Background: an optimization exercise with open tools, aiming at small area and a short achievable clock period. Do not read the settings as production practice. Where RTL was checked, it was by simulation tests only, not by an equivalence proof against the original. Only the layout flow was run in runs 3 to 8; the RTL was not checked for function there.

$ cat flow/flow/dont_use.txt
# slow cells kept out of synthesis and repair
sky130_fd_sc_hd__xor3_1
sky130_fd_sc_hd__xor3_2
sky130_fd_sc_hd__xor3_4
sky130_fd_sc_hd__xnor3_1
sky130_fd_sc_hd__xnor3_2
sky130_fd_sc_hd__xnor3_4
sky130_fd_sc_hd__or4_1
sky130_fd_sc_hd__or4_2
sky130_fd_sc_hd__or4_4
sky130_fd_sc_hd__nor4_1
sky130_fd_sc_hd__nor4_2
sky130_fd_sc_hd__nor4_4
sky130_fd_sc_hd__and4_1
sky130_fd_sc_hd__and4_2
sky130_fd_sc_hd__and4_4
sky130_fd_sc_hd__nand4_1
sky130_fd_sc_hd__nand4_2
sky130_fd_sc_hd__nand4_4
sky130_fd_sc_hd__or4b_1
sky130_fd_sc_hd__or4bb_1
sky130_fd_sc_hd__nor4b_1
sky130_fd_sc_hd__nor4bb_1
sky130_fd_sc_hd__or3_1
sky130_fd_sc_hd__or3b_1
sky130_fd_sc_hd__nor3_1
$ cat flow/constraint.sdc
create_clock -name core_clock -period 2.5 [get_ports {clk}]
set_input_delay 0.5000 -clock core_clock [delete_from_list [all_inputs] [get_ports {clk}]]
set_output_delay 0.5000 -clock core_clock [all_outputs]
set_load 0.01 [all_outputs]
$ cat flow/design.v
module shifter #(
  parameter int AMOUNT = 1
) (
  input  logic [15:0] shift_in,
  output logic [15:0] shift_out
);
  assign shift_out = (shift_in << AMOUNT) | (shift_in >> (16 - AMOUNT));
endmodule
module round (
  input  logic [15:0] x_in, w_in, k1, k2,
  output logic [15:0] x_out, w_out
);
  logic [15:0] a1, a2, a8, x1, b1, b2, b8;
  shifter #(1) A1 (x_in, a1);
  shifter #(8) A8 (x_in, a8);
  shifter #(2) A2 (x_in, a2);
  assign x1 = (a1 & a8) ^ (a2 ^ w_in);
  shifter #(1) B1 (x1, b1);
  shifter #(8) B8 (x1, b8);
  shifter #(2) B2 (x1, b2);
  assign x_out = (b1 & b8) ^ (b2 ^ (x_in ^ k1));
  assign w_out = x1 ^ k2;
endmodule
module key_gen (
  input  logic [63:0] key_in,
  input  logic        z0, z1,
  output logic [63:0] key_out
);
  logic [15:0] p, k1, k2, k3, k4, k5, pn, c0, c1, bc0;
  logic [15:0] k2r1, k3r1, k3r3, k3r4, k3r6, k3r8, pr3, pr4, c0r3, c0r4;
  assign p  = key_in[15:0];
  assign k1 = key_in[31:16];
  assign k2 = key_in[47:32];
  assign k3 = key_in[63:48];
  assign c0 = {14'h3fff, 1'b0, z0};
  assign c1 = {14'h3fff, 1'b0, z1};
  shifter #(15) R2a (k2, k2r1);      
  shifter #(15) R3a (k3, k3r1);      
  shifter #(13) R3b (k3, k3r3);      
  shifter #(12) R3c (k3, k3r4);      
  shifter #(10) R3d (k3, k3r6);      
  shifter #(8)  R3e (k3, k3r8);      
  shifter #(13) RPa (p, pr3);        
  shifter #(12) RPb (p, pr4);        
  shifter #(13) RCa (c0, c0r3);      
  shifter #(12) RCb (c0, c0r4);      
  assign bc0 = c0r3 ^ c0r4;
  assign k4 = p ^ (k3r3 ^ k3r4) ^ c0;
  assign k5 = (k1 ^ (k2 ^ k2r1)) ^ ((pr3 ^ pr4) ^ (k3r6 ^ k3r8)) ^ bc0 ^ c1;
  assign pn = k2 ^ k3 ^ k3r1;
  assign key_out = {k5, k4, k3, pn};
endmodule
module simon32_64 (
	input  logic clk, reset,
	input  logic in_valid,
	output logic in_ready,
	input  logic [31:0] plaintext,
	input  logic [63:0] key,
	output logic out_valid,
	output logic [31:0] ciphertext
);
	localparam logic [2:0] A_FIRST = 3'b110;
	localparam logic [3:0] B_LAST  = 4'b1101;
	logic [15:0] xa, wa, xb, wb;
	logic [63:0] ka, kb;
	logic [2:0]  ca, ca_next;
	logic [3:0]  cb, cb_next;
	logic        va, free_b, busy_b, last_b;
	logic [15:0] xab, wab, xba, wba;
	logic [63:0] kab, kba;
	always_comb begin
		case (ca)
			3'b110:  cb_next = 4'b1100;
			3'b100:  cb_next = 4'b1000;
			3'b000:  cb_next = 4'b1001;
			3'b010:  cb_next = 4'b0100;
			3'b011:  cb_next = 4'b1010;
			3'b001:  cb_next = 4'b0101;
			3'b111:  cb_next = 4'b0000;
			default: cb_next = 4'b1101;
		endcase
		case (cb)
			4'b1100: ca_next = 3'b100;
			4'b1000: ca_next = 3'b000;
			4'b1001: ca_next = 3'b010;
			4'b0100: ca_next = 3'b011;
			4'b1010: ca_next = 3'b001;
			4'b0101: ca_next = 3'b111;
			default: ca_next = 3'b101;
		endcase
	end
	assign last_b = (cb == B_LAST);
	round   rab (xa, wa, ka[31:16], ka[47:32], xab, wab);
	key_gen gab (ka, ca[2], ca[1], kab);
	round   rba (xb, wb, kb[31:16], kb[47:32] & {16{!last_b}}, xba, wba);
	key_gen gba (kb, cb[3], cb[2], kba);
	always_ff @(posedge clk) begin
		xb <= xab;
		wb <= wab;
		kb <= kab;
		cb <= cb_next;
		if (!busy_b) begin
			xa <= plaintext[31:16];
			wa <= plaintext[15:0] ^ key[15:0];
			ka <= {key[63:16], key[15:0] ^ key[31:16] ^ {key[16], key[31:17]}};
			ca <= A_FIRST;
		end else begin
			xa <= xba;
			wa <= wba;
			ka <= kba;
			ca <= ca_next;
		end
	end
	always_ff @(posedge clk) begin
		if (reset) begin
			va        <= 1'b0;
			free_b    <= 1'b1;
			busy_b    <= 1'b0;
			out_valid <= 1'b0;
		end else begin
			va        <= free_b ? in_valid : !last_b;
			free_b    <= !va;
			busy_b    <= va;
			out_valid <= !free_b && last_b;
		end
	end
	assign in_ready   = free_b;
	assign ciphertext = {xa, wa};
endmodule
$ cat flow/standard.sh
#!/bin/bash
# synth_recipe.tcl (not shown) runs the flow's synth.tcl, then flattens the netlist and writes it again
# the make line also repeats each setting of config.mk as NAME=value (left out here)
make -C /OpenROAD-flow-scripts/flow DESIGN_CONFIG=/design/flow/config.mk WORK_HOME=/design/flow/orfs CLKGATE_MAP_FILE= SYNTH_SCRIPT=/design/flow/synth_recipe.tcl "${@:-finish}"
$ cat flow/flow/run.sh
#!/bin/bash
# Standard layout (the standard.sh) with two changes:
#  - the port buffers are plain buffers instead of the delay cells that
#    buffer_ports picks by default;
#  - the slow cells listed in flow/dont_use.txt are added to the platform's
#    don't-use list, so that synthesis maps the XOR-heavy logic onto faster
#    two-input gates.
set -euo pipefail
export BUFFER_PORTS_ARGS="-buffer_cell sky130_fd_sc_hd__buf_2"
export CTS_ARGS="-repair_clock_nets -buf_list sky130_fd_sc_hd__clkbuf_8 -root_buf sky130_fd_sc_hd__clkbuf_16"
plat=$(make -s -C "$FLOW_HOME" DESIGN_CONFIG="$PWD/config.mk" WORK_HOME="$PWD/orfs" \
  print-DONT_USE_CELLS 2> print_dont_use.log | sed -n 's/^DONT_USE_CELLS: //p')
extra=$(grep -v '^#' flow/dont_use.txt | tr '\n' ' ')
echo "platform: $plat" > dont_use.log
echo "added: $extra" >> dont_use.log
bash standard.sh "DONT_USE_CELLS=$plat $extra" finish > standard_finish.log 2>&1
$ cat flow/config.mk
export PLATFORM = sky130hd
export DESIGN_NAME = simon32_64
export DESIGN_NICKNAME = simon32_64
export VERILOG_FILES = /design/flow/design.v
export SDC_FILE = /design/flow/constraint.sdc
export NUM_CORES = 4
export LEC_CHECK = 0
export CAP_MARGIN = 20
export CORE_MARGIN = 2
export CORE_UTILIZATION = 40
export CTS_CLUSTER_DIAMETER = 100
export CTS_CLUSTER_SIZE = 25
export SETUP_SLACK_MARGIN = 1.05
export SLEW_MARGIN = 20
==> flow_summary.ini, run 1 <==
[timing]
tightest_slew_ns = 0.795
rsz0062_at_grt = true
setup_violations = 0
layout_min_cycle_time_ns = 1.47
skew_ns = 0.0125
finalHoldViolCount = 0
fin_tns_setup_ns = 0
timing.final.crit_share_pct = 58.8
slew_violations = 0
max_freq_mhz = 681
maxSlewHeadroom_pct = 46.6

[critical_path]
worstSetupPathType = flop to flop
worstPathRequired_ns = 2.83
arrival_ns = 1.80
reg2reg_depth = 5
critPathCaptureType = flop
path_max_fanout = 5
cp-start-kind = flop

[finish]
fin_cells = 1536
drive_gt1_share_pct = 29.3
diodes = 0
area_growth_syn_to_layout_pct = 26.4
fin_nets = 1297

[synth]
synth_most_common_cell = xnor2_1
syn_inst = 1037
synthFlopType = dfxtp_1
syn-num-nets = 1141
syn_area_um2 = 10100
ys_seq_area_share_pct = 40.3
synth_cell_types = 20
synth_top_cells_by_area = dfxtp_1 40%, xnor2_1 31%, xor2_1 13%
yosys.area.top_type_share_pct = 40.3
synthArstFlopShare_pct = 0
yosys_warnings = 1
synth_edf_count = 0
synthTopCellsByCount = 360 x xnor2_1, 203 x dfxtp_1, 148 x xor2_1
synth_top_cell_by_area = dfxtp_1
ys_ff_latch = 203
syn_avg_cell_area_um2 = 9.72

[place]
place_congestion = 0.951
io_buffers = 132
hpwlAfterDp_mm = 26.4
dp_cells = 1468

[routing]
drtPass1Iterations = 5
dr.first_iter.drc_count = 538
viasPerCell = 4.80
drt-total-wl_mm = 33.0
vias = 7371
drc_errors = 0
postRouteAntennaNets = 0
wire_per_inst_um = 21.5

[floorplan]
dieArea_um2 = 26500
die_h_um = 163
placementRows = 58
die_x_um = 163
core_um2 = 25000
io_pins = 133
start_util_pct = 40.4

[outcome]
status = complete, no violations

[grt]
grt_max_degree = 77
globalRouteOverflowTotal = 0
antenna_found_initial = 0
grt_usage_pct = 25.1
grt_pass1_vias = 7343
grt_pass1_wl_mm = 47.3

[clock_network]
cts-root-buf = clkbuf_16
insertion_delay_ns = 0.41
cts_buffer_depth = 2
clkTransAtPathRegs_ns = 0.11
cts_tree = yes
htreeDepth = 4
cts_sinks = 203
cts_buffers = 17

[worst_hold_path]
min_path_type = input pin to flop
holdPathStages = 2

[flow_run]
max-cap-violations = 0
[cell type report]
type	instances	area [um2]
clock buffer	18	259
clock inverter	14	174
fill	2335	12200
inverter	5	18.8
multi-input combinational	790	6530
sequential	203	4200
tap	330	413
timing repair buffer	176	1150
[cells by family after synthesis]
group	Yosys count	synth area share (%)
multiplexers	21	2.33
XOR/XNOR	508	44.1
adder cells (fa/ha/maj)	5	0.620
buffers and inverters	44	1.79
flip-flops	203	40.3
AO/OA/AOI/OAI	84	4.22
AND/OR/NAND/NOR	172	6.61
[metrics by stage]
stage | hold slack, ns | worst slack (ns) | utilization, % | area, um2
floorplan | 0.326 | 1.17 | - | 10100
detailed placement | 0.442 | 0.612 | 44.4 | 11100
CTS | 0.259 | 0.990 | 49.1 | 12300
global route | 0.259 | 0.997 | 51.1 | 12700
global placement | 0.442 | 0.537 | 44.4 | 11100
finish | 0.273 | 1.03 | 51.1 | 12700
[sequential cells by signal (all words and copies together), names as in the netlist]
signal     cells
free_b         1
out_valid      1
wa            16
kb            64
va             1
wb            16
xa            16
xb            16
busy_b         1
ca             3
cb             4
ka            64
[path summary, 6_finish.rpt]
path	from	endpoint	slack [ns]
setup / recovery	xa[2]$_DFF_P_	xb[6]$_DFF_P_	1.03
hold / removal	reset	busy_b$_SDFF_PP0_	0.27
setup reg to reg	xa[2]$_DFF_P_	xb[6]$_DFF_P_	1.03
hold reg to reg	ka[62]$_DFF_P_	kb[30]$_DFF_P_	0.46
[metal layers]
layer  track usage, %  share of wire [%]  wire [um]
met5                0                  0          0
met4             11.0                4.1       1370
met3             4.43                5.6       1850
met2             40.0                 46      15200
met1             33.5                 44      14600
[worst max-delay path, cell delays in order (launching register included)]
cell     delay (ns)
dfxtp_4        0.38
xnor2_1        0.37
xnor2_2        0.14
buf_4          0.18
xnor2_1        0.19
xnor2_1        0.13
[cell usage in the layout, fill, tap and decap left out]
master | synthesis | final
a31oi_1 | 1 | 1
buf_12 | 0 | 4
xnor2_4 | 0 | 12
mux2i_1 | 1 | 1
nor2b_1 | 4 | 4
inv_6 | 0 | 4
mux2_2 | 20 | 20
clkinv_4 | 0 | 3
clkinvlp_4 | 0 | 1
o32ai_1 | 1 | 1
a21oi_2 | 0 | 2
nor2_1 | 81 | 80
nor2_2 | 0 | 1
xnor2_1 | 360 | 312
xor2_2 | 0 | 14
buf_6 | 0 | 14
nand2_1 | 83 | 83
buf_2 | 12 | 118
clkbuf_8 | 0 | 18
dfxtp_4 | 0 | 27
bufinv_16 | 0 | 2
o21ai_0 | 20 | 20
xnor2_2 | 0 | 36
nand3b_1 | 1 | 1
a21oi_1 | 62 | 60
dfxtp_2 | 0 | 28
buf_4 | 0 | 38
or2_2 | 1 | 1
inv_8 | 0 | 4
xor2_1 | 148 | 130
nand2b_1 | 2 | 2
xor2_4 | 0 | 4
ha_1 | 5 | 5
buf_16 | 0 | 1
dfxtp_1 | 203 | 148
inv_1 | 5 | 5
clkbuf_16 | 0 | 1
[what timing repair did]
item | CTS | global route
setup buffers | 24 | 12
setup endpoints to repair | 89 | 76
hold buffers | 0 | 0
gates resized for setup | 115 | 68
hold endpoints to repair | 0 | 0
pin swaps | 10 | 13
==> run 2: changes to the inputs <==
--- a/flow/config.mk
+++ b/flow/config.mk
@@ -8,7 +8,5 @@
 export CAP_MARGIN = 20
 export CORE_MARGIN = 2
 export CORE_UTILIZATION = 40
-export CTS_CLUSTER_DIAMETER = 100
-export CTS_CLUSTER_SIZE = 25
-export SETUP_SLACK_MARGIN = 1.05
+export SETUP_SLACK_MARGIN = 0.95
 export SLEW_MARGIN = 20
==> run 2 against run 1 <==
  * Still clean on timing, DRC and antenna
  * Die area did not move
  * Clock-buffer cell count did not move
  * Sequential cell count did not move
  * Final cell count fell by 2.0%
  * First-iteration DRC count fell by 6.9%
  * Clock skew rose by 0.0024 ns
  * Area after synthesis did not move
  * Via count fell by 1.7%
  * Fmax fell by 5.0%
  * Non-clock buffer count fell by 30
==> flow_summary.ini, run 2 <==
[critical_path]
path_max_fanout = 5
worstPathRequired_ns = 2.78
cp_common_cell = xnor2_1
r2r_setup_slack_ns = 0.95
cp-start-kind = flop
cpMaxStageDelayCell = xnor2_1
arrival_ns = 1.83
critical_path_buf_inv_count = 0
reg2reg_from = kb[51]$_DFF_P_
cp-startpoint = kb[51]$_DFF_P_
cp_slowest_stage_delay_ns = 0.47
crit_family = XOR/XNOR gates
worstSetupPathType = flop to flop
critPathCaptureType = flop
path_cells = xnor2_1, xor2_1, xnor2_1, a21oi_1

[finish]
fin_nets = 1267
regArea_um2 = 4120
final_cell_mix = 334 x xnor2_1, 172 x dfxtp_1, 138 x xor2_1
fin_cells = 1506
fillCellCount = 2419
final_cell_area_um2 = 12000
largestRegisters = ka x64, kb x64
area_growth_syn_to_layout_pct = 18.7
diodes = 0
drive_gt1_share_pct = 22.7
layout_commonest_cell = xnor2_1
multi_input_area_um2 = 6180

[worst_hold_path]
min_path_type = input pin to flop
min_from = reset

[timing]
max_freq_mhz = 647
skew_ns = 0.0150
maxSlewHeadroom_pct = 51.0
fin_tns_setup_ns = 0
layout_min_cycle_time_ns = 1.55
timing.final.crit_share_pct = 61.8
finalHoldViolCount = 0
setup_violations = 0
rsz0062_at_grt = true
slew_violations = 0
tightest_slew_ns = 0.729

[floorplan]
core_um2 = 25000
die_h_um = 163
io_pins = 133
placementRows = 58
start_util_pct = 40.4
dieArea_um2 = 26500
die_x_um = 163

[clock_network]
cts_buffer_depth = 2
cts_sinks = 203
htreeDepth = 4
cts_buffers = 17
cts-root-buf = clkbuf_16
clkTransAtPathRegs_ns = 0.11
insertion_delay_ns = 0.41
cts_tree = yes

[place]
hpwlAfterDp_mm = 26.4
dp_cells = 1468
io_buffers = 132
place_area_um2 = 11100
place_congestion = 0.951

[routing]
vias = 7247
postRouteAntennaNets = 0
viasPerCell = 4.81
drtPass1Iterations = 8
wire_per_inst_um = 21.5
drc_errors = 0
dr.first_iter.drc_count = 501
drt-total-wl_mm = 32.4

[outcome]
status = complete, no violations

[grt]
globalRouteOverflowTotal = 0
grt_pass1_vias = 7220
antenna_found_initial = 0
grt_pass1_wl_mm = 46.9
grt_max_degree = 77
grt_usage_pct = 25.0

[synth]
ys_seq_area_share_pct = 40.3
synthArstFlopShare_pct = 0
yosys.area.top_type_share_pct = 40.3
synth_most_common_cell = xnor2_1
synthFlopType = dfxtp_1
syn_inst = 1037
syn_avg_cell_area_um2 = 9.72
synth_top_cell_by_area = dfxtp_1
synthTopCellsByCount = 360 x xnor2_1, 203 x dfxtp_1, 148 x xor2_1
synth_edf_count = 0
ys_ff_latch = 203
syn-num-nets = 1141
syn_area_um2 = 10100
yosys_warnings = 1
synth_cell_types = 20
synth_top_cells_by_area = dfxtp_1 40%, xnor2_1 31%, xor2_1 13%

[flow_run]
max-cap-violations = 0
[run 2: cell counts after synthesis]
No cell type changed its count.
[run 2: repair_timing]
item | 4_1_cts | 5_1_grt
setup buffers | 4 | 2
hold buffers | 0 | 0
gates resized for setup | 51 | 29
setup endpoints to repair | 61 | 29
pin swaps | 3 | 4
[run 2: layer usage]
| metal | vias to the layer above | global-route usage, % | wire length (um) |
|---|---|---|---|
| li1 | 3453 | - | - |
| met1 | 3473 | 33.7 | 14400 |
| met2 | 256 | 39.8 | 14900 |
| met3 | 65 | 4.13 | 1890 |
| met4 | 0 | 10.1 | 1200 |
| met5 | - | 0 | 0 |
[run 2: final cells by class]
| type | instances | share of cell area (%) |
|---|---|---|
| Inverter | 5 | 0.157 |
| Clock buffer | 18 | 2.16 |
| Tap cell | 330 | 3.45 |
| Timing Repair Buffer | 146 | 6.71 |
| Multi-Input combinational cell | 790 | 51.6 |
| Clock inverter | 14 | 1.45 |
| Sequential cell | 203 | 34.4 |
[run 2: kinds of logic (layout without fill, tap and decap cells)]
kind of cell             Yosys count  count (layout)  share of synthesized area [%]
XOR/XNOR                         508             508                           44.1
flip-flops                       203             203                           40.3
AND/OR/NAND/NOR                  172             172                           6.61
AO/OA/AOI/OAI                     84              84                           4.22
buffers and inverters             44             183                           1.79
multiplexers                      21              21                           2.33
adder cells (fa/ha/maj)            5               5                          0.620
[run 2: path summary, 6_finish.rpt]
kind / end / depth (start not counted)
setup / recovery: ka[59]$_DFF_P_ / 4
hold / removal: busy_b$_SDFF_PP0_ / 2
setup reg to reg: ka[59]$_DFF_P_ / 4
hold reg to reg: kb[30]$_DFF_P_ / 0
[run 2: metrics by stage]
step                      setup WS [ns]  hold slack (ns)  util [%]
after floorplan                    1.17            0.326         -
after CTS                         0.884            0.259      47.3
after global placement            0.537            0.442      44.4
after detailed placement          0.612            0.442      44.4
final                             0.954            0.276      48.0
after global routing              0.905            0.259      48.0
==> run 3: changes to the inputs <==
--- a/flow/design.v
+++ b/flow/design.v
@@ -60,14 +60,15 @@
 	output logic [31:0] ciphertext
 );
 	localparam logic [2:0] A_FIRST = 3'b110;
+	localparam logic [2:0] A_LAST  = 3'b101;
 	localparam logic [3:0] B_LAST  = 4'b1101;
 	logic [15:0] xa, wa, xb, wb;
 	logic [63:0] ka, kb;
 	logic [2:0]  ca, ca_next;
 	logic [3:0]  cb, cb_next;
-	logic        va, free_b, busy_b, last_b;
+	logic        va, free_b, busy_b, last_a, last_b;
 	logic [15:0] xab, wab, xba, wba;
-	logic [63:0] kab, kba;
+	logic [63:0] kab, kab_raw, kba;
 	always_comb begin
 		case (ca)
 			3'b110:  cb_next = 4'b1100;
@@ -90,9 +91,11 @@
 		endcase
 	end
 	assign last_b = (cb == B_LAST);
+	assign last_a = (ca == A_LAST);
+	assign kab = {kab_raw[63:48], kab_raw[47:32] & {16{!last_a}}, kab_raw[31:0]};
 	round   rab (xa, wa, ka[31:16], ka[47:32], xab, wab);
-	key_gen gab (ka, ca[2], ca[1], kab);
-	round   rba (xb, wb, kb[31:16], kb[47:32] & {16{!last_b}}, xba, wba);
+	key_gen gab (ka, ca[2], ca[1], kab_raw);
+	round   rba (xb, wb, kb[31:16], kb[47:32], xba, wba);
 	key_gen gba (kb, cb[3], cb[2], kba);
 	always_ff @(posedge clk) begin
 		xb <= xab;
--- a/flow/config.mk
+++ b/flow/config.mk
@@ -8,5 +8,7 @@
 export CAP_MARGIN = 20
 export CORE_MARGIN = 2
 export CORE_UTILIZATION = 40
-export SETUP_SLACK_MARGIN = 0.95
+export CTS_CLUSTER_DIAMETER = 100
+export CTS_CLUSTER_SIZE = 25
+export SETUP_SLACK_MARGIN = 1.0
 export SLEW_MARGIN = 20
==> run 3 against run 2 <==
  * Still clean
  * Final cell count did not move
  * Cell area grew 2.6%
  * Critical path depth is 1 higher
  * Critical path type unchanged
==> flow_summary.ini, run 3 <==
[clock_network]
cts-root-buf = clkbuf_16
insertion_delay_ns = 0.41
cts_tree = yes
clkTransAtPathRegs_ns = 0.10
cts_buffer_depth = 2
cts_buffers = 17
cts_sinks = 203
htreeDepth = 4

[timing]
maxSlewHeadroom_pct = 62.8
slew_violations = 0
setup_violations = 0
rsz0062_at_grt = true
tightest_slew_ns = 0.556
fin_tns_setup_ns = 0
whs_ns = 0.278
layout_min_cycle_time_ns = 1.51
max_freq_mhz = 662
fin_ws_ns = 0.989
timing.final.crit_share_pct = 60.4
finalHoldViolCount = 0
skew_ns = 0.0196

[routing]
drt-total-wl_mm = 32.5
wire_per_inst_um = 21.6
vias = 7210
drc_errors = 0
postRouteAntennaNets = 0
drtPass1Iterations = 5
dr.first_iter.drc_count = 420
viasPerCell = 4.79

[synth]
syn_inst = 1045
syn_avg_cell_area_um2 = 9.94
yosys_warnings = 1
ys_seq_area_share_pct = 39.1
yosys.area.top_type_share_pct = 39.1
synthTopCellsByCount = 381 x xnor2_1, 203 x dfxtp_1, 91 x xor2_1
synth_top_cells_by_area = dfxtp_1 39%, xnor2_1 32%, xor2_1 7.7%
synth_edf_count = 0
synth_top_cell_by_area = dfxtp_1
synth_most_common_cell = xnor2_1
syn_area_um2 = 10400
synth_cell_types = 25
ys_ff_latch = 203
synthArstFlopShare_pct = 0
syn-num-nets = 1149
synthFlopType = dfxtp_1

[finish]
drive_gt1_share_pct = 25.3
final_cell_area_um2 = 12300
final_cell_mix = 365 x xnor2_1, 164 x dfxtp_1, 131 x buf_2
largestRegisters = ka x64, kb x64
fin_nets = 1269
area_growth_syn_to_layout_pct = 18.2
fillCellCount = 2376
fin_util_pct = 48.5
diodes = 0
layout_commonest_cell = xnor2_1

[critical_path]
cpMaxStageDelayCell = dfxtp_2
worstSetupPathType = flop to flop
arrival_ns = 1.80
cp_slowest_stage_delay_ns = 0.44
worstPathRequired_ns = 2.79
path_cells = nand2_1, xnor2_4, xnor2_2, xor2_2, a21oi_1
critPathCaptureType = flop
path_max_fanout = 4
cp-start-kind = flop

[place]
place_area_um2 = 11400
hpwlAfterDp_mm = 26.5
place_ws_ns = 0.614
io_buffers = 132
place_congestion = 0.975

[flow_run]
max-cap-violations = 0

[grt]
antenna_found_initial = 0
grt_max_degree = 53
grt_pass1_wl_mm = 46.7
grt_pass1_vias = 7296
grt_usage_pct = 24.4
globalRouteOverflowTotal = 0

[floorplan]
die_x_um = 165
io_pins = 133
die_h_um = 165
start_util_pct = 41.0
dieArea_um2 = 27300
placementRows = 58
core_um2 = 25300

[worst_hold_path]
min_path_type = input pin to flop

[outcome]
status = complete, no violations
run 3: cell types whose count changed in the layout (fill, tap and decap cells not counted), sizes merged, moves of 2 or more:
cell	delta
nand2	-23
bufinv	-2
clkinvlp	+3
nand3	+6
o211ai	+6
xnor2	+43
a21oi	-5
o221ai	+6
nor2b	+2
nor2	+9
xor2	-47
run 3: cell families (layout without fill, tap and decap cells):
| family | after synthesis | after routing | synth area share, % |
|---|---|---|---|
| buffers and inverters | 53 | 184 | 1.98 |
| muxes | 20 | 20 | 2.17 |
| and+or+nand+nor | 168 | 168 | 6.46 |
| DFF | 203 | 203 | 39.1 |
| xor gates and xnor gates | 504 | 504 | 44.8 |
| adders and majority gates | 5 | 5 | 0.602 |
| AOI/OAI and AO/OA | 92 | 92 | 4.85 |
run 3: metrics by stage:
stage               instances
floorplan                1045
global placement         1469
detailed placement       1469
CTS                      1504
global route             1506
finish                   1506
run 3: worst paths after layout:
kind,end,slack [ns],cells past startpoint,from
setup reg to reg,xa[13]$_DFF_P_,0.99,5,xb[10]$_DFF_P_
hold / removal,va$_SDFF_PP0_,0.28,2,reset
hold reg to reg,kb[25]$_DFF_P_,0.45,0,ka[57]$_DFF_P_
setup / recovery,xa[13]$_DFF_P_,0.99,5,xb[10]$_DFF_P_
run 3: area by class of cell:
type / count / area (um2) / share of cell area, %
Multi-Input combinational cell: 789 / 6530 / 53.1
Inverter: 9 / 33.8 / 0.275
Clock inverter: 12 / 78.8 / 0.642
Tap cell: 330 / 413 / 3.36
Clock buffer: 18 / 259 / 2.11
Timing Repair Buffer: 145 / 810 / 6.59
Sequential cell: 203 / 4160 / 33.9
run 3: repair_timing:
| item | in CTS | in global routing |
|---|---|---|
| gates resized for setup | 70 | 35 |
| endpoints found under the setup margin | 61 | 26 |
| setup buffers | 5 | 2 |
| pin swaps | 6 | 9 |
| hold buffers | 0 | 0 |
run 3: worst max-delay path, delay by kind of cell, from the launching register on:
| kind | cells | cell delay (ns) |
|---|---|---|
| AO/OA/AOI/OAI | 1 | 0.08 |
| flip-flops | 1 | 0.44 |
| AND/OR/NAND/NOR | 1 | 0.17 |
| XOR/XNOR | 3 | 0.69 |
run 3: layer usage:
layer,up-vias,wire (um),track usage (%)
met4,0,949,7.59
met2,219,15600,41.5
met1,3452,14100,31.6
met5,-,0,0
met3,48,1900,4.40
li1,3491,-,-
==> run 4: changes to the inputs <==
--- a/flow/config.mk
+++ b/flow/config.mk
@@ -5,6 +5,7 @@
 export SDC_FILE = /design/flow/constraint.sdc
 export NUM_CORES = 4
 export LEC_CHECK = 0
+export ABC_AREA = 1
 export CAP_MARGIN = 20
 export CORE_MARGIN = 2
 export CORE_UTILIZATION = 40
==> run 4 against run 3 <==
  * Still clean
  * Fmax grew 0.16%
  * Critical path depth decreased by 4
  * Sequential cell count stayed put
  * Cell area grew 16%
  * Worst setup slack better by 0.0024 ns
  * Die area up 18%
  * Area after synthesis is 19% higher
  * Clock skew hardly changed
  * Sequential share of layout area down 4.5 points
  * Critical path type is now flop to primary output
  * Critical endpoint is now ciphertext[2]
==> flow_summary.ini, run 4 <==
[critical_path]
critical_path_buf_inv_count = 1
r2r_setup_slack_ns = 1.05
reg2reg_to = xb[15]$_DFF_P_
path_max_fanout = 2
reg2reg_depth = 5
endpoint = ciphertext[2]
crit_family = flip-flops
reg2reg_from = xa[5]$_DFF_P_
cp_slowest_stage_delay_ns = 0.44
cp_num_cells = 1
worstSetupPathType = flop to primary output
critPathCaptureType = primary output
cp-start-kind = flop
cpMaxStageDelayCell = dfxtp_2
cp-startpoint = wa[2]$_DFF_P_
path_cells = buf_2
arrival_ns = 1.01
worstPathRequired_ns = 2.00

[floorplan]
dieArea_um2 = 32200
io_pins = 133
die_x_um = 179
core_um2 = 30400
die_h_um = 179
placementRows = 64
start_util_pct = 40.5

[routing]
postRouteAntennaNets = 0
vias = 10698
wire_per_inst_um = 19.4
viasPerCell = 4.96
drt-total-wl_mm = 41.9
dr.first_iter.drc_count = 916
drtPass1Iterations = 6
drc_errors = 0

[grt]
grt_max_degree = 84
grt_use_met1_pct = 33.9
globalRouteOverflowTotal = 0
grt_pass1_vias = 10041
grt_pass1_wl_mm = 61.7
grt.busiest_layer = met2
grtUsageMet2_pct = 43.1
antenna_found_initial = 0
grt_usage_pct = 25.7
grtUsageMet3_pct = 3.93

[clock_network]
cts_tree = yes
cts_buffer_depth = 2
cts_buffers = 17
cts-hold-fix-buffers = 0
insertion_delay_ns = 0.42
cts_sinks = 203
cts-root-buf = clkbuf_16
htreeDepth = 4
clkTransAtPathRegs_ns = 0.12

[synth]
synth_fa_ha_area_share_pct = 0.508
yosys_warnings = 1
muxShareOfSynthArea_pct = 1.14
synthTopCellsByCount = 497 x nand2_1, 234 x xnor2_1, 203 x dfxtp_1
ys_seq_area_share_pct = 33.0
synth_most_common_cell = nand2_1
synth-compound-area-share_pct = 4.11
synth-simple-area-share_pct = 21.8
synthXorXnorAreaFrac_pct = 32.7
synth_top_cell_by_area = dfxtp_1
syn_inst = 1610
syn-num-nets = 1714
syn_avg_cell_area_um2 = 7.65
synth_top_cells_by_area = dfxtp_1 33%, xnor2_1 17%, nand2_1 15%
yosys.area.top_type_share_pct = 33.0
syn_area_um2 = 12300
synth_cell_types = 28
synth_top_family_by_area = XOR/XNOR gates
synthFlopType = dfxtp_1
synth_edf_count = 0
synthArstFlopShare_pct = 0
ys_ff_latch = 203

[place]
io_buffers = 132
place_congestion = 0.922
hpwlAfterDp_mm = 33.9

[flow_run]
max-cap-violations = 0

[timing]
rsz0062_at_grt = true
tightest_slew_ns = 0.560
fin_tns_setup_ns = 0
maxSlewHeadroom_pct = 62.6
skew_ns = 0.0194
slew_violations = 0
finalHoldViolCount = 0
setup_violations = 0
layout_min_cycle_time_ns = 1.51
timing.final.crit_share_pct = 60.3
max_freq_mhz = 663

[finish]
area_growth_syn_to_layout_pct = 16.0
diodes = 0
fillCellCount = 3089
layout_commonest_cell = nand2_1
fin_nets = 1851
drive_gt1_share_pct = 16.6
largestRegisters = ka x64, kb x64
final_cell_mix = 489 x nand2_1, 234 x xnor2_1, 164 x inv_1

[worst_hold_path]
min_path_type = input pin to flop

[outcome]
status = complete, no violations
## run 4: layout make-up
class	count	area, um2	area share (%)
clock buffers	18	259	1.81
clock inverters	14	174	1.22
inverters	164	621	4.35
multi-input cells	1204	7590	53.2
flip-flops and latches	203	4190	29.4
well taps	396	495	3.47
repair buffers	157	945	6.61
## run 4: cell families after synthesis
logic type,Yosys count
simple gates,668
xor+xnor,423
buf+inv,203
flops,203
compound gates,94
mux,14
fa+ha+maj,5
## run 4: repair_timing
action	in CTS	in global routing
gates resized for setup	72	33
pin swaps	1	4
setup buffers	12	9
endpoints found under the hold margin	0	0
setup endpoints to repair	86	51
## run 4: through the flow
stage	cells	worst slack, ns	hold WS, ns	util [%]	cell area [um2]
final	2156	0.992	0.245	46.9	14300
after global routing	2156	0.976	0.244	46.9	14300
after CTS	2147	0.918	0.232	46.3	14100
after detailed placement	2103	0.751	0.420	43.8	13300
after global placement	2103	0.700	0.415	43.8	13300
after floorplan	1610	1.22	0.326	-	12300
## run 4: worst min path at each step
stage / startpoint / end / slack, ns / cells after the start
finish: reset / out_valid$_SDFF_PP0_ / 0.25 / 2
CTS: reset / out_valid$_SDFF_PP0_ / 0.23 / 2
detailed placement: va$_SDFF_PP0_ / busy_b$_SDFF_PP0_ / 0.42 / 2
floorplan: ka[52]$_DFF_P_ / kb[20]$_DFF_P_ / 0.33 / 0
global route: reset / out_valid$_SDFF_PP0_ / 0.24 / 2
global placement: va$_SDFF_PP0_ / busy_b$_SDFF_PP0_ / 0.41 / 2
## run 4: routing by layer
layer	share of wire (%)	vias to the layer above
li1	-	5220
met1	44	5029
met2	47	374
met3	6.3	75
met4	2.6	0
met5	0	-
==> run 5: changes to the inputs <==
--- a/flow/config.mk
+++ b/flow/config.mk
@@ -5,11 +5,10 @@
 export SDC_FILE = /design/flow/constraint.sdc
 export NUM_CORES = 4
 export LEC_CHECK = 0
-export ABC_AREA = 1
 export CAP_MARGIN = 20
 export CORE_MARGIN = 2
 export CORE_UTILIZATION = 40
 export CTS_CLUSTER_DIAMETER = 100
 export CTS_CLUSTER_SIZE = 25
-export SETUP_SLACK_MARGIN = 1.0
+export SETUP_SLACK_MARGIN = 0.95
 export SLEW_MARGIN = 20
==> run 5 against run 4 <==
  * Synthesized cell count shrank 35%
  * First-iteration DRC count shrank 47%
  * Register-to-register slack lost 0.07 ns
  * Global-route usage shrank 1.5 points
  * Final cell count shrank 30%
==> flow_summary.ini, run 5 <==
[worst_hold_path]
min_path_type = input pin to flop
min_from = reset
worst_hold_path.endpoint = va$_SDFF_PP0_
holdPathStages = 2

[grt]
grt_max_degree = 53
grt_pass1_wl_mm = 46.2
grt_pass1_vias = 7261
globalRouteOverflowTotal = 0
grt_usage_pct = 24.2
antenna_found_initial = 0

[timing]
skew_ns = 0.0165
fin_ws_ns = 0.980
slew_violations = 0
layout_min_cycle_time_ns = 1.52
rsz0062_at_grt = true
fin_tns_setup_ns = 0
tightest_slew_ns = 0.560
finalHoldViolCount = 0
setup_violations = 0
whs_ns = 0.281
timing.final.crit_share_pct = 60.8
maxSlewHeadroom_pct = 62.5
max_freq_mhz = 658

[critical_path]
arrival_ns = 1.82
worstSetupPathType = flop to flop
r2r_setup_slack_ns = 0.98
critPathCaptureType = flop
reg2reg_depth = 5
cp-start-kind = flop
worstPathRequired_ns = 2.80
reg2reg_from = xb[8]$_DFF_P_
reg2reg_to = xa[12]$_DFF_P_
path_max_fanout = 4

[synth]
synth_top_cells_by_area = dfxtp_1 39%, xnor2_1 32%, xor2_1 7.7%
yosys_warnings = 1
syn_avg_cell_area_um2 = 9.94
ys_seq_area_share_pct = 39.1
syn_area_um2 = 10400
syn-num-nets = 1149
ys_ff_latch = 203
synth_cell_types = 25
synthTopCellsByCount = 381 x xnor2_1, 203 x dfxtp_1, 91 x xor2_1
synth_top_cell_by_area = dfxtp_1
synth_edf_count = 0
synthFlopType = dfxtp_1
synth_most_common_cell = xnor2_1
syn_inst = 1045
yosys.area.top_type_share_pct = 39.1
synthArstFlopShare_pct = 0

[routing]
vias = 7212
drc_errors = 0
dr.first_iter.drc_count = 490
wire_per_inst_um = 21.6
viasPerCell = 4.80
postRouteAntennaNets = 0
drt-total-wl_mm = 32.5
drtPass1Iterations = 4

[finish]
fillCellCount = 2403
multi_input_area_um2 = 6330
fin_util_pct = 47.4
area_growth_syn_to_layout_pct = 15.7
final_cell_area_um2 = 12000
regArea_um2 = 4110
drive_gt1_share_pct = 23.4
largestRegisters = ka x64, kb x64
diodes = 0
fin_nets = 1267
final_cell_mix = 371 x xnor2_1, 174 x dfxtp_1, 132 x buf_2
layout_commonest_cell = xnor2_1

[floorplan]
die_h_um = 165
core_um2 = 25300
dieArea_um2 = 27300
placementRows = 58
die_x_um = 165
io_pins = 133
start_util_pct = 41.0

[place]
hpwlAfterDp_mm = 26.5
place_congestion = 0.975
place_area_um2 = 11400
io_buffers = 132
place_ws_ns = 0.614

[clock_network]
clkTransAtPathRegs_ns = 0.11
cts_sinks = 203
htreeDepth = 4
cts_buffers = 17
cts-root-buf = clkbuf_16
insertion_delay_ns = 0.40
cts_tree = yes
cts_buffer_depth = 2

[outcome]
status = complete, no violations

[flow_run]
max-cap-violations = 0
==> run 5: worst max-delay path, cell delays in order, from the launching register on <==
cell and delay (ns):
dfxtp_1 0.48, xor2_2 0.26, xor2_2 0.27, xnor2_1 0.19, xnor2_1 0.15, a21oi_1 0.08
==> run 5: kinds of logic after synthesis <==
kind of cell	share of synthesized area, %
fa+ha+maj	0.602
compound gates	4.85
simple gates	6.46
xor+xnor	44.8
buf+inv	1.98
flops	39.1
mux	2.17
==> run 5: final cells by class <==
| class | count | area share (%) |
|---|---|---|
| Clock buffer | 18 | 2.16 |
| Inverter | 9 | 0.281 |
| Timing Repair Buffer | 143 | 6.50 |
| Tap cell | 330 | 3.44 |
| Sequential cell | 203 | 34.2 |
| Multi-Input combinational cell | 789 | 52.7 |
| Clock inverter | 12 | 0.656 |
==> run 5: through the flow <==
step                std cells
floorplan                1045
global placement         1469
detailed placement       1469
CTS                      1501
global route             1504
finish                   1504
==> run 5: repair_timing <==
item / CTS / global route
setup buffers: 2 / 3
endpoints found under the setup margin: 48 / 23
pin swaps: 5 / 3
resized for setup: 46 / 14
hold buffers: 0 / 0
==> run 5: worst max path at each step <==
stage,startpoint,to,slack (ns)
after floorplan,ca[1]$_SDFF_PN1_,kb[37]$_DFF_P_,1.14
after global placement,xb[8]$_DFF_P_,xa[2]$_DFF_P_,0.63
after detailed placement,xb[8]$_DFF_P_,xa[2]$_DFF_P_,0.61
after CTS,xb[8]$_DFF_P_,xa[2]$_DFF_P_,0.93
after global routing,xb[5]$_DFF_P_,xa[14]$_DFF_P_,0.91
final,xb[8]$_DFF_P_,xa[12]$_DFF_P_,0.98
==> run 5: routing by layer <==
| metal | vias up | GRT usage, % | part of all wire [%] |
|---|---|---|---|
| li1 | 3488 | - | - |
| met1 | 3468 | 31.4 | 44 |
| met2 | 219 | 40.9 | 48 |
| met3 | 37 | 4.37 | 5.8 |
| met4 | 0 | 7.39 | 2.4 |
| met5 | - | 0 | 0 |
==> run 6: changes to the inputs <==
--- a/flow/config.mk
+++ b/flow/config.mk
@@ -5,6 +5,7 @@
 export SDC_FILE = /design/flow/constraint.sdc
 export NUM_CORES = 4
 export LEC_CHECK = 0
+export ABC_AREA = 1
 export CAP_MARGIN = 20
 export CORE_MARGIN = 2
 export CORE_UTILIZATION = 40
==> run 6 against run 5 <==
  * Utilization fell by 1.5 points
  * Global-route usage rose by 1.3 points
  * Die area rose by 18%
  * Wire length rose by 28%
  * Critical endpoint is now ciphertext[5]
==> flow_summary.ini, run 6 <==
[clock_network]
clkTransAtPathRegs_ns = 0.12
cts-root-buf = clkbuf_16
htreeDepth = 4
cts_tree = yes
cts_buffer_depth = 2
cts_sinks = 203
insertion_delay_ns = 0.42
cts_buffers = 17

[place]
hpwlAfterDp_mm = 33.9
io_buffers = 132
place_area_um2 = 13300
place_congestion = 0.922
place_ws_ns = 0.751

[timing]
max_freq_mhz = 653
rsz0062_at_grt = false
maxSlewHeadroom_pct = 60.5
fin_tns_setup_ns = 0
tightest_slew_ns = 0.592
timing.final.crit_share_pct = 61.3
layout_min_cycle_time_ns = 1.53
skew_ns = 0.0184
setup_violations = 0
finalHoldViolCount = 0
fin_ws_ns = 0.968
slew_violations = 0

[synth]
synthArstFlopShare_pct = 0
ys_seq_area_share_pct = 33.0
synth_most_common_cell = nand2_1
syn_avg_cell_area_um2 = 7.65
yosys_warnings = 1
synth_edf_count = 0
syn_inst = 1610
synthTopCellsByCount = 497 x nand2_1, 234 x xnor2_1, 203 x dfxtp_1
synthFlopType = dfxtp_1
synth_cell_types = 28
syn_area_um2 = 12300
synth_top_cell_by_area = dfxtp_1
syn-num-nets = 1714
ys_ff_latch = 203
synth_top_cells_by_area = dfxtp_1 33%, xnor2_1 17%, nand2_1 15%
yosys.area.top_type_share_pct = 33.0

[outcome]
status = complete, no violations

[critical_path]
cp-startpoint = wa[5]$_DFF_P_
reg2reg_depth = 9
worstPathRequired_ns = 2.00
cp_num_cells = 1
critical_path_buf_inv_count = 1
arrival_ns = 1.03
cp_slowest_stage_delay_ns = 0.45
reg2reg_to = xa[4]$_DFF_P_
worstSetupPathType = flop to primary output
crit_family = flip-flops
cpMaxStageDelayCell = dfxtp_2
path_cells = buf_2
r2r_setup_slack_ns = 1.00
path_max_fanout = 2
critPathCaptureType = primary output
cp-start-kind = flop
reg2reg_from = xb[2]$_DFF_P_

[finish]
fin_nets = 1832
area_growth_syn_to_layout_pct = 13.5
fillCellCount = 3118
final_cell_area_um2 = 14000
largestRegisters = ka x64, kb x64
layout_commonest_cell = nand2_1
drive_gt1_share_pct = 14.9
final_cell_mix = 493 x nand2_1, 234 x xnor2_1, 164 x inv_1
diodes = 0

[floorplan]
dieArea_um2 = 32200
placementRows = 64
die_h_um = 179
core_um2 = 30400
start_util_pct = 40.5
io_pins = 133
die_x_um = 179

[grt]
grt_pass1_wl_mm = 61.4
grt_max_degree = 84
grt_usage_pct = 25.5
grt_pass1_vias = 9978
globalRouteOverflowTotal = 0
antenna_found_initial = 0

[routing]
drt-total-wl_mm = 41.6
vias = 10643
drtPass1Iterations = 6
dr.first_iter.drc_count = 924
viasPerCell = 4.98
wire_per_inst_um = 19.5
postRouteAntennaNets = 0
drc_errors = 0

[worst_hold_path]
min_path_type = input pin to flop
worst_hold_path.endpoint = out_valid$_SDFF_PP0_
holdPathStages = 2
min_from = reset

[flow_run]
max-cap-violations = 0
run 6: cell types whose count changed after synthesis, sizes merged, moves of 38 or more:
cell / delta
a21oi: -38
inv: +155
nand2: +437
nand3: +131
nor2: -59
xnor2: -142
xor2: +61
run 6: worst max-delay path by stage:
stage | slack [ns] | endpoint
after CTS | 0.87 | ciphertext[21]
after floorplan | 1.22 | cb[3]$_DFF_P_
final | 0.97 | ciphertext[5]
after global routing | 0.95 | xa[4]$_DFF_P_
after detailed placement | 0.75 | xb[5]$_DFF_P_
after global placement | 0.70 | xb[6]$_DFF_P_
run 6: logic make-up (layout without fill, tap and decap cells):
logic type / Yosys count / after routing / synth area share [%]
AO/OA/AOI/OAI: 94 / 94 / 4.11
XOR/XNOR: 423 / 423 / 32.7
adder cells (fa/ha/maj): 5 / 5 / 0.508
buffers and inverters: 203 / 334 / 6.68
flip-flops: 203 / 203 / 33.0
multiplexers: 14 / 14 / 1.14
AND/OR/NAND/NOR: 668 / 668 / 21.8
run 6: metrics by stage:
step	hold slack, ns	cells	util (%)
after global routing	0.244	2137	45.9
after global placement	0.415	2103	43.8
after detailed placement	0.420	2103	43.8
after CTS	0.232	2135	45.6
final	0.246	2137	45.9
after floorplan	0.326	1610	-
run 6: repair_timing:
item                                    in CTS  in global routing
hold buffers                                 0                  0
buffers inserted                             0                  2
endpoints found under the hold margin        0                  0
pin swaps                                    0                  1
gates resized for setup                     46                 25
endpoints found under the setup margin      70                 40
run 6: per-layer routing:
metal,routed length [um],GRT usage [%],up-vias
li1,-,-,5179
met1,18200,33.9,5017
met2,19600,42.4,377
met3,2700,3.99,70
met4,1160,8.26,0
met5,0,0,-
run 6: layout make-up:
class / instances / area [um2] / area share [%]
Sequential cell: 203 / 4160 / 29.8
Multi-Input combinational cell: 1204 / 7510 / 53.8
Tap cell: 396 / 495 / 3.55
Clock inverter: 14 / 174 / 1.25
Timing Repair Buffer: 138 / 749 / 5.37
Clock buffer: 18 / 259 / 1.85
Inverter: 164 / 618 / 4.43
==> run 7: changes to the inputs <==
--- a/flow/config.mk
+++ b/flow/config.mk
@@ -5,10 +5,9 @@
 export SDC_FILE = /design/flow/constraint.sdc
 export NUM_CORES = 4
 export LEC_CHECK = 0
-export ABC_AREA = 1
 export CAP_MARGIN = 20
 export CORE_MARGIN = 2
-export CORE_UTILIZATION = 40
+export CORE_UTILIZATION = 50
 export CTS_CLUSTER_DIAMETER = 100
 export CTS_CLUSTER_SIZE = 25
 export SETUP_SLACK_MARGIN = 0.95
==> run 7 against run 6 <==
  * Sequential cell count stayed put
  * Sequential share of layout area is 4.4 points higher
  * Global-route usage is 4.3 points higher
  * Via count is 34% lower
  * Non-clock buffer count is 2 higher
  * Final cell count is 32% lower
  * Worst setup slack worse by 0.0052 ns
  * Utilization is 13 points higher
  * Die area is 32% lower
  * Critical path type unchanged
==> flow_summary.ini, run 7 <==
[clock_network]
cts_sinks = 203
htreeDepth = 4
cts_buffer_depth = 2
cts-root-buf = clkbuf_16
cts-hold-fix-buffers = 0
clkTransAtPathRegs_ns = 0.11
cts_buffers = 17
insertion_delay_ns = 0.40
cts_tree = yes

[grt]
grt_pass1_vias = 7228
globalRouteOverflowTotal = 0
grt_max_degree = 57
grt_usage_pct = 29.8
grt_pass1_wl_mm = 46.7
antenna_found_initial = 0

[critical_path]
r2r_setup_slack_ns = 0.97
critPathCaptureType = primary output
cpMaxStageDelayCell = dfxtp_1
path_max_fanout = 2
cp_slowest_stage_delay_ns = 0.47
cp-startpoint = wa[15]$_DFF_P_
worstSetupPathType = flop to primary output
path_cells = buf_2
reg2reg_from = xb[15]$_DFF_P_
worstPathRequired_ns = 2.00
arrival_ns = 1.04
cp_num_cells = 1
crit_family = flip-flops
endpoint = ciphertext[15]
critical_path_buf_inv_count = 1
reg2reg_to = xa[3]$_DFF_P_
cp-start-kind = flop
reg2reg_depth = 5

[floorplan]
die_h_um = 148
dieArea_um2 = 21900
placementRows = 52
io_pins = 133
start_util_pct = 51.2
core_um2 = 20300
die_x_um = 148

[timing]
setup_violations = 0
maxSlewHeadroom_pct = 55.5
timing.final.crit_share_pct = 61.5
fin_tns_setup_ns = 0
tightest_slew_ns = 0.665
finalHoldViolCount = 0
skew_ns = 0.0129
layout_min_cycle_time_ns = 1.54
max_freq_mhz = 650
rsz0062_at_grt = true
slew_violations = 0

[flow_run]
max-cap-violations = 0

[synth]
syn_inst = 1045
synth_cell_types = 25
syn_area_um2 = 10400
synthTopCellsByCount = 381 x xnor2_1, 203 x dfxtp_1, 91 x xor2_1
yosys.area.top_type_share_pct = 39.1
yosys_warnings = 1
syn_avg_cell_area_um2 = 9.94
synthArstFlopShare_pct = 0
synth_edf_count = 0
syn-num-nets = 1149
ys_seq_area_share_pct = 39.1
synthFlopType = dfxtp_1
ys_ff_latch = 203
synth_most_common_cell = xnor2_1
synth_top_cells_by_area = dfxtp_1 39%, xnor2_1 32%, xor2_1 7.7%
synth_top_cell_by_area = dfxtp_1

[finish]
diodes = 0
area_growth_syn_to_layout_pct = 16.0
layout_commonest_cell = xnor2_1
largestRegisters = ka x64, kb x64
multi_input_area_um2 = 6380
fin_nets = 1264
drive_gt1_share_pct = 23.3
fillCellCount = 1865
final_cell_mix = 373 x xnor2_1, 173 x dfxtp_1, 132 x buf_2
regArea_um2 = 4120

[routing]
drtPass1Iterations = 4
dr.first_iter.drc_count = 375
postRouteAntennaNets = 0
drt-total-wl_mm = 31.7
wire_per_inst_um = 22.0
vias = 7067
viasPerCell = 4.90
drc_errors = 0

[place]
io_buffers = 132
hpwlAfterDp_mm = 26.3
place_congestion = 0.935

[worst_hold_path]
min_path_type = input pin to flop

[outcome]
status = complete, no violations
## run 7: cell count changes after synthesis, moves of 11 or more
cell | previous run | this run
o21ai_0 | 54 | 21
inv_1 | 163 | 9
mux2_2 | 0 | 20
nor2_1 | 31 | 90
xnor2_1 | 234 | 381
buf_4 | 11 | 0
xor2_1 | 146 | 91
nand2_1 | 497 | 60
a21oi_1 | 19 | 57
clkbuf_1 | 11 | 33
o22ai_1 | 14 | 0
nand3_1 | 137 | 6
mux2i_1 | 14 | 0
## run 7: layer usage
metal | GRT usage, % | wire length [um]
met5 | 0 | 0
met2 | 50.2 | 15200
met4 | 11.0 | 1040
met1 | 39.5 | 14300
met3 | 3.59 | 1180
## run 7: timing repair
item,4_1_cts,5_1_grt
pin swaps,2,4
gates cloned,0,0
resized for setup,40,27
buffers inserted,1,1
endpoints found under the setup margin,55,23
## run 7: kinds of logic after synthesis
family / synth area share, %
buf+inv: 1.98
xor+xnor: 44.8
compound gates: 4.85
flops: 39.1
simple gates: 6.46
mux: 2.17
fa+ha+maj: 0.602
## run 7: layout make-up
type | count | area share, %
clock buffer | 19 | 2.26
clock inverter | 13 | 1.26
sequential | 203 | 34.2
tap | 270 | 2.80
timing repair buffer | 140 | 6.25
multi-input combinational | 789 | 52.9
inverter | 9 | 0.280
## run 7: how the worst min path moves through the flow
stage                        start                   end  slack, ns  depth (start not counted)
finish                       reset  out_valid$_SDFF_PP0_       0.28                          2
detailed placement  ka[54]$_DFF_P_        kb[22]$_DFF_P_       0.45                          0
global placement    ka[53]$_DFF_P_        kb[21]$_DFF_P_       0.45                          0
floorplan           ka[49]$_DFF_P_        kb[17]$_DFF_P_       0.33                          0
global route                 reset  out_valid$_SDFF_PP0_       0.27                          2
CTS                          reset         va$_SDFF_PP0_       0.26                          2
## run 7: worst register-to-register path: stages, from the launching register on
cell and delay [ns]:
dfxtp_2 0.47, xor2_4 0.27, xor2_2 0.29, xnor2_1 0.18, xnor2_1 0.14, a21oi_1 0.08
## run 7: metrics by stage
step                area (um2)  hold WS (ns)  std cells  util, %  setup WS (ns)
finish                   12000         0.281       1443     59.4          0.962
global route             12000         0.267       1443     59.4          0.942
global placement         11300         0.448       1409     55.6          0.638
CTS                      11900         0.261       1442     58.6          0.877
floorplan                10400         0.329       1045        -           1.14
detailed placement       11300         0.449       1409     55.6          0.686
==> run 8: changes to the inputs <==
--- a/flow/flow/run.sh
+++ b/flow/flow/run.sh
@@ -6,7 +6,7 @@
 #    don't-use list, so that synthesis maps the XOR-heavy logic onto faster
 #    two-input gates.
 set -euo pipefail
-export BUFFER_PORTS_ARGS="-buffer_cell sky130_fd_sc_hd__buf_2"
+export BUFFER_PORTS_ARGS="-buffer_cell sky130_fd_sc_hd__buf_1"
 export CTS_ARGS="-repair_clock_nets -buf_list sky130_fd_sc_hd__clkbuf_8 -root_buf sky130_fd_sc_hd__clkbuf_16"
 plat=$(make -s -C "$FLOW_HOME" DESIGN_CONFIG="$PWD/config.mk" WORK_HOME="$PWD/orfs" \
   print-DONT_USE_CELLS 2> print_dont_use.log | sed -n 's/^DONT_USE_CELLS: //p')
--- a/flow/config.mk
+++ b/flow/config.mk
@@ -7,7 +7,7 @@
 export LEC_CHECK = 0
 export CAP_MARGIN = 20
 export CORE_MARGIN = 2
-export CORE_UTILIZATION = 50
+export CORE_UTILIZATION = 40
 export CTS_CLUSTER_DIAMETER = 100
 export CTS_CLUSTER_SIZE = 25
 export SETUP_SLACK_MARGIN = 0.95
==> run 8 against run 7 <==
  * Register-to-register slack about the same
==> flow_summary.ini, run 8 <==
[clock_network]
clkTransAtPathRegs_ns = 0.10
cts_tree = yes
cts_buffer_depth = 2
cts_sinks = 203
cts_buffers = 17
insertion_delay_ns = 0.41
htreeDepth = 4
cts-root-buf = clkbuf_16

[floorplan]
io_pins = 133
start_util_pct = 41.0
die_x_um = 165
dieArea_um2 = 27300
placementRows = 58
core_um2 = 25300
die_h_um = 165

[critical_path]
r2r_setup_slack_ns = 0.97
reg2reg_from = xb[0]$_DFF_P_
worstSetupPathType = flop to primary output
worstPathRequired_ns = 2.00
critPathCaptureType = primary output
crit_family = flip-flops
cp_slowest_stage_delay_ns = 0.46
reg2reg_depth = 4
path_max_fanout = 5
critical_path_buf_inv_count = 1
arrival_ns = 1.03
reg2reg_to = xa[0]$_DFF_P_
path_cells = buf_1
cpMaxStageDelayCell = dfxtp_2
cp-start-kind = flop

[finish]
diodes = 0
layout_commonest_cell = xnor2_1
largestRegisters = ka x64, kb x64
drive_gt1_share_pct = 12.3
fillCellCount = 2460
final_cell_mix = 370 x xnor2_1, 175 x dfxtp_1, 131 x buf_1
fin_nets = 1267
area_growth_syn_to_layout_pct = 15.0

[timing]
tightest_slew_ns = 0.542
max_freq_mhz = 654
layout_min_cycle_time_ns = 1.53
timing.final.crit_share_pct = 61.2
fin_ws_ns = 0.971
maxSlewHeadroom_pct = 63.6
setup_violations = 0
finalHoldViolCount = 0
rsz0062_at_grt = true
slew_violations = 0
skew_ns = 0.0161
fin_tns_setup_ns = 0

[synth]
yosys.area.top_type_share_pct = 39.1
synth_cell_types = 25
synthArstFlopShare_pct = 0
synth_top_cells_by_area = dfxtp_1 39%, xnor2_1 32%, xor2_1 7.7%
synth_most_common_cell = xnor2_1
syn-num-nets = 1149
synthTopCellsByCount = 381 x xnor2_1, 203 x dfxtp_1, 91 x xor2_1
syn_avg_cell_area_um2 = 9.94
ys_ff_latch = 203
syn_inst = 1045
synth_edf_count = 0
ys_seq_area_share_pct = 39.1
synthFlopType = dfxtp_1
synth_top_cell_by_area = dfxtp_1
syn_area_um2 = 10400
yosys_warnings = 1

[flow_run]
max-cap-violations = 0

[place]
place_congestion = 0.927
hpwlAfterDp_mm = 26.3
place_ws_ns = 0.586
io_buffers = 132

[routing]
drc_errors = 0
vias = 7157
viasPerCell = 4.76
drt-total-wl_mm = 32.1
postRouteAntennaNets = 0
wire_per_inst_um = 21.3
dr.first_iter.drc_count = 391
drtPass1Iterations = 4

[grt]
grt_max_degree = 51
grt_pass1_vias = 7057
antenna_found_initial = 0
globalRouteOverflowTotal = 0
grt_usage_pct = 24.0
grt_pass1_wl_mm = 45.6

[worst_hold_path]
holdPathStages = 2
min_path_type = input pin to flop
worst_hold_path.endpoint = ka[62]$_DFF_P_
min_from = key[62]

[outcome]
status = complete, no violations
run 8: cell counts after synthesis:
No cell type changed its count.
run 8: timing repair:
item                                    4_1_cts  5_1_grt
hold buffers                                  0        0
endpoints found under the setup margin       39       40
pin swaps                                     2        3
gates resized for setup                      40       28
hold endpoints to repair                      0        0
buffers inserted                              1        2
run 8: routing by layer:
layer | vias to the layer above | GRT usage, % | part of all wire, %
met2 | 224 | 40.2 | 48
met3 | 46 | 4.80 | 5.7
met4 | 0 | 7.98 | 2.8
li1 | 3491 | - | -
met1 | 3396 | 30.8 | 44
met5 | - | 0 | 0
run 8: layout make-up:
type,instances,area (um2),share of cell area (%)
Inverter,9,33.8,0.283
Multi-Input combinational cell,789,6360,53.3
Sequential cell,203,4130,34.6
Clock buffer,17,245,2.05
Tap cell,330,413,3.46
Clock inverter,14,139,1.16
Timing Repair Buffer,143,624,5.23
run 8: cell families after synthesis:
| group | after synthesis | synth area share [%] |
|---|---|---|
| AO/OA/AOI/OAI | 92 | 4.85 |
| XOR/XNOR | 504 | 44.8 |
| adder cells (fa/ha/maj) | 5 | 0.602 |
| buffers and inverters | 53 | 1.98 |
| flip-flops | 203 | 39.1 |
| multiplexers | 20 | 2.17 |
| AND/OR/NAND/NOR | 168 | 6.46 |
run 8: worst max path at each step:
stage | from | end | slack, ns | depth (start not counted)
2_1_floorplan | ca[1]$_SDFF_PN1_ | kb[37]$_DFF_P_ | 1.14 | 6
4_1_cts | xb[14]$_DFF_P_ | xa[2]$_DFF_P_ | 0.93 | 5
3_5_place_dp | xb[14]$_DFF_P_ | xa[2]$_DFF_P_ | 0.59 | 5
5_1_grt | xb[7]$_DFF_P_ | xa[0]$_DFF_P_ | 0.93 | 4
6_report | xa[8]$_DFF_P_ | ciphertext[24] | 0.97 | 1
3_3_place_gp | xb[14]$_DFF_P_ | xa[2]$_DFF_P_ | 0.60 | 5
run 8: per-stage QoR:
step / cell area (um2) / hold slack (ns) / std cells / util (%)
floorplan: 10400 / 0.329 / 1045 / -
global placement: 11200 / 0.445 / 1471 / 44.3
detailed placement: 11200 / 0.452 / 1471 / 44.3
CTS: 11800 / 0.311 / 1503 / 46.6
global route: 11900 / 0.309 / 1505 / 47.2
finish: 11900 / 0.319 / 1505 / 47.2

[static timing again, ports no longer ideal]
How much do the figures lean on ideal ports? The routed layouts below were timed once more, with nothing changed but the port constraints.
Step 1: set_driving_cell puts a clkbuf_16 on clk and a buf_2 on each other input, an assumption about the parent block.
Step 2, shift: input delay + t, output delay - t, t = (earliest + latest rising clock arrival at the registers) / 2. This alone moves slack from input paths to output paths.
Three values: no drivers, after step 1, after step 2; two values: the first two.
run | t, ns | setup slack, ns | clock arrival spread, ns
run 1 | 0.445 | 1.031 / 1.018 / 1.031 | 0.013 / 0.013
run 2 | 0.444 | 0.954 / 0.947 / 0.954 | 0.015 / 0.016
run 3 | 0.442 | 0.989 / 0.982 / 0.969 | 0.020 / 0.020
run 4 | 0.458 | 0.992 / 0.943 / 1.050 | 0.019 / 0.019
run 5 | 0.440 | 0.980 / 0.934 / 0.970 | 0.017 / 0.018
run 6 | 0.459 | 0.968 / 0.918 / 0.999 | 0.019 / 0.019
run 7 | 0.440 | 0.962 / 0.916 / 0.969 | 0.016 / 0.016
run 8 | 0.445 | 0.971 / 0.923 / 0.972 | 0.016 / 0.017
After both steps setup and hold are still met in every run listed. For run 3, which loses most, drivers alone change the setup slack by -0.007 ns; drivers and shift together by -0.020 ns.
